This design comes from an exercise in tuning for small area, a short achievable clock period and few clock cycles per item on the open sky130 flow, not from production work.
Function was not checked in any run shown here: the RTL went through the layout flow alone.
Power and IR drop assume default switching activity.

## flow/design.v (module list and top-level ports; edited modules follow where they fit)
// module mul: 2431 lines
// module csa_fa: 4 lines
// module csa_ha: 4 lines
// module ysyx_mulunit: 21 lines
module ysyx_mulunit (
    input          clk,
    input          rst_n,
    input          mul_valid,
    input  [63:0]  alu_src1,
    input  [63:0]  alu_src2,
    input  [3:0]   mul_expand_signed,
    output [129:0] mul_res,
    output         sh_fnsh_flag
);
  // ...
==> flow/flow/run.sh <==
#!/bin/bash
# Layout flow: the standard layout (standard.sh, which also runs the
# standard synthesis) with these settings changed:
#  - the port buffers start as buf_2 instead of the buffer the resizer picks;
#  - sizing may swap a cell for one of another footprint;
#  - clock tree synthesis inserts no dummy loads.
# make's output goes to make.log; each step's tool output is in orfs/logs/.
set -euo pipefail
bash standard.sh MATCH_CELL_FOOTPRINT=0 \
    "BUFFER_PORTS_ARGS=-buffer_cell sky130_fd_sc_hd__buf_2" \
    "CTS_ARGS=-sink_clustering_enable -repair_clock_nets -dont_use_dummy_load" \
    finish > make.log 2>&1
==> flow/standard.sh <==
#!/bin/bash
# synth_recipe.tcl (not shown) runs the flow's synth.tcl, then flattens the netlist and writes it again
# the make line also repeats each setting of config.mk as NAME=value (left out here)
make -C /OpenROAD-flow-scripts/flow DESIGN_CONFIG=/design/flow/config.mk WORK_HOME=/design/flow/orfs CLKGATE_MAP_FILE= SYNTH_SCRIPT=/design/flow/synth_recipe.tcl "${@:-finish}"
==> flow/config.mk <==
export PLATFORM = sky130hd
export DESIGN_NAME = ysyx_mulunit
export DESIGN_NICKNAME = ysyx_mulunit
export VERILOG_FILES = /design/flow/design.v
export SDC_FILE = /design/flow/constraint.sdc
export NUM_CORES = 8
export LEC_CHECK = 0
export CAP_MARGIN = 20
export CORE_MARGIN = 2
export CORE_UTILIZATION = 50
export SETUP_SLACK_MARGIN = 4.5
export SLEW_MARGIN = 20
export SYNTH_HIERARCHICAL = 1
==> flow/constraint.sdc <==
create_clock -name core_clock -period 8.0 [get_ports {clk}]
set_input_delay 1.6000 -clock core_clock [delete_from_list [all_inputs] [get_ports {clk}]]
set_output_delay 1.6000 -clock core_clock [all_outputs]
set_load 0.01 [all_outputs]
==> notes.md, run 1 <==
- Status: finished clean
- # nets final: 3772
- Pwr dens: 298 mW/mm2
- Cell variety after synth: 81
- DRC errors left: 0
- Sequential power: 2.37 mW
- Multi-input combinational cell count: 2467
- Reg2reg path depth: 18
- Multi-input logic portion of the cell area: 0.661
- Top cell category: multi-input combinational cells
- Internal Power: 5.12 mW
- Worst path top cell family by delay: compound AO/OA/AOI/OAI gates
- Largest area contributor in the netlist: dfxtp_1
- Initial Utilization: 0.506
- Worst-path cell chain: ha_4, ha_4, a211oi_4, o211ai_1, a211oi_2, buf_4, o41ai_4, buf_6, o211ai_1, nand3_2, buf_6, a41oi_4, nor4_4, buf_6, buf_6, nand2_2, xor2_1, o22ai_1
- Post-Synth XOR/XNOR Area: 0.126
- Vias: 25550
- Clk sinks: 317
- Hold Path Class: reg -> reg
- WL met1: 43.6 mm
- Biggest registers after layout: u_mul.P x128, u_mul.C x75, u_mul.M x64
- Signal buf overhead: 0.0690
- Max_slew headroom: 0.312
- GRT Max-Usage Layer: met2
- Antenna viol nets, final: 0
- Worst Slack Setup Final: 4440 ps
- Number of synthesized flops with an enable pin: 0
- Multi-input logic area: 0.0214 mm2
- RePlAce Congestion: 0.956
- CP endpoint: u_mul.P[117]
- Worst hold margin: 487 ps
==> run 2, diff against run 1 <==
--- a/flow/design.v
+++ b/flow/design.v
@@ -6,23 +6,26 @@
     input      [63:0]  alu_src2,
     input      [3:0]   mul_expand_signed,
     output     [129:0] mul_res,
     output reg         sh_fnsh_flag
 );
 localparam K  = 8;
 localparam NC = 9;
 localparam W  = 76;
-localparam QW = 12;
+localparam QW = K + 1;
 wire [3:0] md = mul_expand_signed;
 wire e0  = (md == 4'd0);
 wire e1  = (md == 4'd1);
 wire e2  = (md == 4'd2);
 wire e3  = (md == 4'd3);
 wire e12 = e1 | e2;
+wire [63:0] mask = {{32{e0}}, {16{e0 | e12}}, {16{e0 | e12 | e3}}};
+wire [63:0] am = alu_src1 & mask;
+wire [63:0] bm = alu_src2 & mask;
 wire ca64_0 = alu_src1[0] | alu_src1[1] | alu_src1[2] | alu_src1[3] | alu_src1[4] | alu_src1[5] | alu_src1[6];
 wire ca64_1 = alu_src1[7] | alu_src1[8] | alu_src1[9] | alu_src1[10] | alu_src1[11] | alu_src1[12] | alu_src1[13] | alu_src1[14];
 wire ca64_2 = alu_src1[15] | alu_src1[16] | alu_src1[17] | alu_src1[18] | alu_src1[19] | alu_src1[20] | alu_src1[21] | alu_src1[22];
 wire ca64_3 = alu_src1[23] | alu_src1[24] | alu_src1[25] | alu_src1[26] | alu_src1[27] | alu_src1[28] | alu_src1[29] | alu_src1[30];
 wire ca64_4 = alu_src1[31] | alu_src1[32] | alu_src1[33] | alu_src1[34] | alu_src1[35] | alu_src1[36] | alu_src1[37] | alu_src1[38];
 wire ca64_5 = alu_src1[39] | alu_src1[40] | alu_src1[41] | alu_src1[42] | alu_src1[43] | alu_src1[44] | alu_src1[45] | alu_src1[46];
 wire ca64_6 = alu_src1[47] | alu_src1[48] | alu_src1[49] | alu_src1[50] | alu_src1[51] | alu_src1[52] | alu_src1[53] | alu_src1[54];
 wire ca64_7 = alu_src1[55] | alu_src1[56] | alu_src1[57] | alu_src1[58] | alu_src1[59] | alu_src1[60] | alu_src1[61] | alu_src1[62];
@@ -156,88 +159,84 @@
 wire sb16_3_7 = sb16_2_7 | sb16_2_3;
 wire sb16_4_8 = cb16_0 | sb16_3_7;
 wire [NC-1:0] tb16 = {cb16_8, sb16_1_1, sb16_2_2, sb16_2_3, sb16_3_4, sb16_3_5, sb16_3_6, sb16_3_7, sb16_4_8};
 wire sw64 = |(tb64 & ~ta64);
 wire sw32 = |(tb32 & ~ta32);
 wire sw16 = |(tb16 & ~ta16);
 wire swap = e0 ? sw64 : e12 ? sw32 : e3 & sw16;
 wire [NC-1:0] tn = e0 ? ta64 & tb64 : e12 ? ta32 & tb32 : e3 ? ta16 & tb16 : {NC{1'b0}};
-wire [NC-1:0] ha = e0 ? ta64 & ~(ta64 >> 1) : e12 ? ta32 & ~(ta32 >> 1) :
-                   e3 ? ta16 & ~(ta16 >> 1) : {NC{1'b0}};
-wire [NC-1:0] hb = e0 ? tb64 & ~(tb64 >> 1) : e12 ? tb32 & ~(tb32 >> 1) :
-                   e3 ? tb16 & ~(tb16 >> 1) : {NC{1'b0}};
 function [K:0] chunk;
     input [63:0] x;
     input integer g;
     integer j;
     begin
         for (j = 0; j <= K; j = j + 1)
             chunk[j] = (K*g - 1 + j >= 0 && K*g - 1 + j < 64) ? x[K*g - 1 + j] : 1'b0;
     end
 endfunction
-function [QW-1:0] booth;
-    input [K:0] c;
-    integer i;
-    begin
-        for (i = 0; i < K/2; i = i + 1) begin
-            booth[3*i]     = c[2*i+2] & ~(c[2*i+1] & c[2*i]);
-            booth[3*i + 1] = c[2*i+1] ^ c[2*i];
-            booth[3*i + 2] = c[2*i+2] ? ~c[2*i+1] & ~c[2*i] : c[2*i+1] & c[2*i];
-        end
-    end
-endfunction
-reg              prep;      
 reg              busy;      
 reg              res;       
 reg  [NC-1:0]    cnt;       
-reg  [NC-1:0]    hra, hrb;  
 reg              swp;
 reg  [127:0]     P;         
 reg  [W-1:0]     C;         
 reg              dlp, dlm;  
 reg  [63:0]      M;
-reg  [QW-1:0]    q;
-reg              f0, f1, f3, f12, fa;
-wire [63:0] mask = {{32{f0}}, {16{f12}}, {16{fa}}};
-wire [63:0] am = alu_src1 & mask;
-wire [63:0] bm = alu_src2 & mask;
-wire idle = ~prep & ~busy & ~res & ~sh_fnsh_flag;
+reg  [K:0]       qa, qb;    
+reg              f0, f1, f3;
+wire idle = ~busy & ~res & ~sh_fnsh_flag;
 wire last = ~cnt[1];
-wire [NC-1:0] nxt = prep ? (swp ? hra : hrb) : (cnt >> 1) & ~(cnt >> 2);
+function [K:0] topc;
+    input [63:0]    x;
+    input [NC-1:0]  h;
+    integer g;
+    begin
+        topc = {(K+1){1'b0}};
+        for (g = 0; g < NC; g = g + 1)
+            topc = topc | (chunk(x, g) & {(K+1){h[g]}});
+    end
+endfunction
+wire [63:0] a32 = {32'd0, alu_src1[31:0]}, b32 = {32'd0, alu_src2[31:0]};
+wire [63:0] a16 = {48'd0, alu_src1[15:0]}, b16 = {48'd0, alu_src2[15:0]};
+wire [K:0] qfa = e0 ? topc(alu_src1, ta64 & ~(ta64 >> 1)) :
+                 e12 ? topc(a32, ta32 & ~(ta32 >> 1)) : topc(a16, ta16 & ~(ta16 >> 1));
+wire [K:0] qfb = e0 ? topc(alu_src2, tb64 & ~(tb64 >> 1)) :
+                 e12 ? topc(b32, tb32 & ~(tb32 >> 1)) : topc(b16, tb16 & ~(tb16 >> 1));
+wire [NC-1:0] nxt = (cnt >> 1) & ~(cnt >> 2);
 reg  [K:0] qna, qnb;
 integer i;
 always @(*) begin
     qna = {(K+1){1'b0}};
     qnb = {(K+1){1'b0}};
     for (i = 0; i < NC; i = i + 1) begin
         qna = qna | (chunk(am, i) & {(K+1){nxt[i]}});
         qnb = qnb | (chunk(bm, i) & {(K+1){nxt[i]}});
     end
 end
-wire [QW-1:0] qn = booth(swp ? qna : qnb);
+wire [K:0] q = swp ? qa : qb;
 wire [W-K-1:0] A = P[W-K-1:0];
 wire [W-K-1:0] B = C[W-K-1:0];
 wire [64:0] M1 = {1'b0, M};
 wire [64:0] M2 = {M, 1'b0};
-wire neg0 = q[0];
-wire one0 = q[1];
-wire two0 = q[2];
+wire neg0 = q[2] & ~(q[1] & q[0]);
+wire one0 = q[1] ^ q[0];
+wire two0 = q[2] ? ~q[1] & ~q[0] : q[1] & q[0];
 wire [64:0] r0 = ((M1 & {65{one0}}) | (M2 & {65{two0}})) ^ {65{neg0}};
-wire neg1 = q[3];
-wire one1 = q[4];
-wire two1 = q[5];
+wire neg1 = q[4] & ~(q[3] & q[2]);
+wire one1 = q[3] ^ q[2];
+wire two1 = q[4] ? ~q[3] & ~q[2] : q[3] & q[2];
 wire [64:0] r1 = ((M1 & {65{one1}}) | (M2 & {65{two1}})) ^ {65{neg1}};
-wire neg2 = q[6];
-wire one2 = q[7];
-wire two2 = q[8];
+wire neg2 = q[6] & ~(q[5] & q[4]);
+wire one2 = q[5] ^ q[4];
+wire two2 = q[6] ? ~q[5] & ~q[4] : q[5] & q[4];
 wire [64:0] r2 = ((M1 & {65{one2}}) | (M2 & {65{two2}})) ^ {65{neg2}};
-wire neg3 = q[9];
-wire one3 = q[10];
-wire two3 = q[11];
+wire neg3 = q[8] & ~(q[7] & q[6]);
+wire one3 = q[7] ^ q[6];
+wire two3 = q[8] ? ~q[7] & ~q[6] : q[7] & q[6];
 wire [64:0] r3 = ((M1 & {65{one3}}) | (M2 & {65{two3}})) ^ {65{neg3}};
 wire t1, t2;
 csa_ha t1_i (.a(A[57]), .b(B[57]), .s(t1), .co(t2));
 wire t3, t4;
 csa_ha t3_i (.a(A[58]), .b(B[58]), .s(t3), .co(t4));
 wire t5, t6;
 csa_ha t5_i (.a(r0[6]), .b(r1[4]), .s(t5), .co(t6));
 wire t7, t8;
@@ -2386,38 +2385,33 @@
 assign rsum[128] = ra_G7_127;
 wire sx = (f1 & rsum[31]) | (f3 & rsum[15]);
 wire [127:0] rres = {rsum[127:64],
                      f0 ? rsum[63:32] : {32{sx}},
                      f3 ? {16{rsum[15]}} : rsum[31:16],
                      rsum[15:0]};
 always @(posedge clk or negedge rst_n) begin
     if (!rst_n) begin
-        prep         <= 1'b0;
         busy         <= 1'b0;
         res          <= 1'b0;
         sh_fnsh_flag <= 1'b0;
     end else begin
-        prep         <= idle & mul_valid & tn[0];
-        busy         <= prep | (busy & ~last);
+        busy         <= busy ? ~last : (idle & mul_valid & tn[0]);
         res          <= busy & last;
         sh_fnsh_flag <= res | (idle & mul_valid & ~tn[0]);
     end
 end
 always @(posedge clk) begin
     swp <= swap;
-    hra <= ha;
-    hrb <= hb;
-    M   <= swp ? bm : am;
+    M   <= swap ? bm : am;
     f0  <= e0;
     f1  <= e1;
     f3  <= e3;
-    f12 <= e0 | e12;
-    fa  <= e0 | e12 | e3;
-    q   <= qn;
+    qa  <= busy ? qna : qfa;
+    qb  <= busy ? qnb : qfb;
     if (busy) begin
         cnt <= cnt >> 1;
         P   <= {ustep, ns};
         C   <= nc;
         dlp <= tdp;
         dlm <= tdm;
     end else begin
         cnt <= tn;
==> run 2 against run 1 <==
Flip-flop and latch count fell by 15. Sequential share of layout area fell by 4.0 points. Setup slack got worse by 960 ps. Combinational power rose by 53%. Critical path type unchanged. Via count rose by 22%. Still clean. Global-route usage rose by 10 points. Clock-buffer cell count fell by 3. Maximum frequency fell by 21%. Sequential power barely moved. Clock power fell by 5%.
==> notes.md, run 2 <==
- Status: finished clean
- Critical path class: reg -> reg
- #FFs+latches synth: 302
- Commonest non-fill, non-tap cell in the layout: xnor2_1
- Most frequent cells in the layout: 263 x xnor2_1, 251 x buf_2, 244 x dfxtp_1, 219 x a22oi_2, 197 x nor2_1
- Clock Latency Late Sink: 590 ps
- Die X-Extent: 246 um
- Inserted Clock Buffers: 38
- Cell variety after synth: 101 (+25%)
- Internal Power: 6.44 mW (+26%)
- Detailed Place HPWL: 91.8 mm
- Fin. max-slew vios: 0
- Layout cell share with drive strength beyond 1: 0.381
- Clock buffer depth: 3
- Data required, critical path: 8490 ps
- Worst-path clk slew: 60 ps
- Reg power frac: 0.188
- Core area: 0.0577 mm2
- Data arrival time of the critical path: 5010 ps
- Measured slew at the worst slew-check pin: 1180 ps
- WL per Instance: 33.1 um
- # nets final: 4131 (+9.5%)
- Final worst path period share: 0.565
- Worst hold margin: 494 ps (+6.59 ps)
- Switch share: 0.488
- Initial Utilization: 0.506 (+0.000761)
- Area contributors post-synth: dfxtp_1 20%, fa_1 18%, xnor2_1 9.9%
- Asr flop ratio synth: 0.00993
- Logic pwr share: 0.693
- Synthesized netlist cell count: 3284
- Area growth syn-to-layout: 33.1%
- Worst Slack Setup Final: 3480 ps (-958 ps)
- CP max stage delay: 710 ps
- Die height: 246 um
- Most frequent CP cell: buf_6
- H-tree depth: 2
- Root cell of the clock tree: clkbuf_16
- Die area: 0.0604 mm2
- R2R Path End: u_mul.P[22]
- Hold endpoint: u_mul.res
- Placement Setup Slack: 2570 ps
- Max FFs per register: 128
- Design area: 0.0389 mm2
- MaxCap Viol Count: 0
- Setup TNS: 0 ps
- First-pass GRT wire length: 202 mm
- Worst hold stages: 1
- Worst-path fanout max: 6
- Vias in the first global route: 30541
- Most flops, register: u_mul.P
- Overflow after GRT: 0
- First drt pass iteration count: 9
- Fill cell count: 4280
- 1st-iter DRT viols: 3854
- Placed Cells: 4069
- CP Launch Type: flip-flop
- RSZ-0062 raised after global routing: true
- Min-delay src: u_mul.cnt[1]
- Avg Cell Area, Syn: 8.90 um2
- DRC errors left: 0 (unchanged)
- Final wirelength: 145 mm
- Max Clk Rate: 221 MHz
- Leak: 15.3 nW
- Crit. End Element: flip-flop
- Count leader, synth: xnor2_1
- Number of synthesized flops with an enable pin: 0 (unchanged)
- Syn Std Cell Area: 0.0292 mm2
- Placed instance area: 0.0319 mm2
- Slowest stage cell, crit path: fa_1
- Worst vdd rail ir drop: 0.296 mV
- RePlAce Congestion: 1.03 (+7.8%)
- Buffers on Ports: 263
- Clk sinks: 302 (-4.7%)
- Max_slew headroom: 0.206 (-0.106)
- Final hold violation count: 0
- Top cells by count, synth: 329 x xnor2_1, 299 x dfxtp_1, 279 x a22oi_1
- Antenna viol nets, final: 0 (unchanged)
- Row cnt: 88
- P_sw: 6.14 mW
- Largest area contributor in the netlist: dfxtp_1
- FF-to-FF Start: u_mul.swp
- Initial antenna violation count: 3
- Biggest registers after layout: u_mul.P x128, u_mul.C x75, u_mul.M x64
- Drt via density: 7.10
- IO Count: 266
- Register area share after synthesis: 0.207
- Clock power frac: 0.119
- Reg2reg path depth: 16 (-2)
- Final setup viols: 0
- Pwr dens: 323 mW/mm2 (+8.7%)
- Cts hold-fix bufs: 0
- Yosys warns: 7
- Tmin final: 4520 ps
- Worst-path cell chain: buf_12, mux2i_4, inv_2, ha_4, mux2_4, buf_6, buf_6, buf_6, clkbuf_16, a22oi_2, xnor2_1, fa_1, fa_2, fa_2, nand2_1, o211ai_1
- R2R Setup Slk: 3480 ps
- CTS tree: yes
- Pin count of the biggest net entering global routing: 114
- Clock skew: 50.2 ps
- Count of non-filler cells in the finished layout: 4391
- Vias: 31197 (+22%)
- Gr usage total: 0.452
- Hold Path Class: reg -> reg
- Main synth FF type: dfxtp_1
- Post-synth top area share: 0.205
run 2: worst max-delay path by stage:
stage                       startpoint          end  slack (ps)  cells past startpoint
after floorplan           alu_src2[47]  u_mul.M[22]        3830                     13
after global placement    alu_src1[55]  u_mul.M[52]        2710                     12
after detailed placement  alu_src1[55]  u_mul.M[37]        2570                     12
after CTS                    u_mul.swp  u_mul.P[55]        3950                     14
after global routing         u_mul.swp  u_mul.P[22]        3480                     16
final                        u_mul.swp  u_mul.P[22]        3480                     16
run 2: per-module statistics from Yosys, one instance, submodules excluded, excerpt:
module / times used / cell area [um2]
csa_fa: 252 / 20.0
csa_ha: 14 / 12.5
mul: 1 / 24000
run 2: power by group through the flow:
stage	Sequential, mW	Combinational, mW	Clock, mW
CTS	2.31	7.75	1.49
global route	2.37	9.13	1.55
detailed placement	2.29	6.57	0
finish	2.36	8.72	1.50
global placement	2.29	6.36	0
floorplan	2.13	4.77	0
run 2: cells by family after synthesis:
| family | count (synthesis) | share of synthesized area |
|---|---|---|
| buf+inv | 368 | 0.0522 |
| mux | 100 | 0.0346 |
| xor+xnor | 396 | 0.119 |
| compound gates | 908 | 0.215 |
| fa+ha+maj | 369 | 0.225 |
| flops | 302 | 0.207 |
| other cells | 1 | 0.000128 |
| simple gates | 840 | 0.147 |
run 2: final cells by class:
type | instances | area [um2] | share of cell area
antenna | 1 | 2.50 | 0.0000643
timing repair buffer | 565 | 4690 | 0.121
multi-input combinational | 2634 | 25800 | 0.663
sequential | 302 | 6170 | 0.159
tap | 765 | 957 | 0.0246
clock buffer | 38 | 951 | 0.0244
inverter | 86 | 327 | 0.00840
run 2: repair_timing:
action,in CTS,in global routing
cloned,35,4
endpoints found under the setup margin,279,259
pin swaps,239,203
setup buffers,144,100
gates resized for setup,493,266
run 2: worst max-delay path, delay by kind of cell (launching register included):
family,cells,cell delay (ps)
AOI/OAI and AO/OA,2,320
and+or+nand+nor,1,60
xor gates and xnor gates,1,120
muxes,2,720
DFF,1,390
buffers and inverters,6,790
adders and majority gates,4,2020
run 2: layer usage:
layer  GRT usage  up-vias  part of all wire
met5           0        -          0.000069
li1            -    12508                 -
met3       0.113      837              0.12
met4       0.311        2             0.093
met2       0.712     2625              0.44
met1       0.544    15225              0.35
run 2: per-stage QoR:
stage	utilization	total power, mW
2_1_floorplan	-	6.90
3_3_place_gp	0.554	8.65
3_5_place_dp	0.554	8.87
4_1_cts	0.640	11.6
5_1_grt	0.674	13.1
6_report	0.674	12.6

## re-timing with driven ports
No port has a modelled driver above. Below, the same layouts with a new extraction and two added sets of constraints.
Step 1 (the two cells are an assumption about what drives the block):
set clk [get_ports {clk}]
set_driving_cell -lib_cell sky130_fd_sc_hd__clkbuf_16 $clk
set_driving_cell -lib_cell sky130_fd_sc_hd__buf_2 [delete_from_list [all_inputs] $clk]
Step 2 times the ports against the registers' clock, not the clock port: input delays grow and output delays shrink by t, the midpoint of the rising clock arrivals with the driver on.
Slacks: ideal / step 1 / step 2; pairs: ideal / step 1.
run	t, ns	setup slack, ns	worst register clock-pin slew, ns	worst slew at a driven data input, ns	pins driven straight from the clock port
run 1	0.619	4.438 / 4.438 / 3.882	0.06 / 0.06	0.09	1
run 2	0.633	3.480 / 3.480 / 3.480	0.06 / 0.06	0.07	1
After both steps setup and hold are still met in every run listed. The setup slack of run 1, which loses most, moves by 0.000 ns with the drivers and by -0.556 ns with both steps.
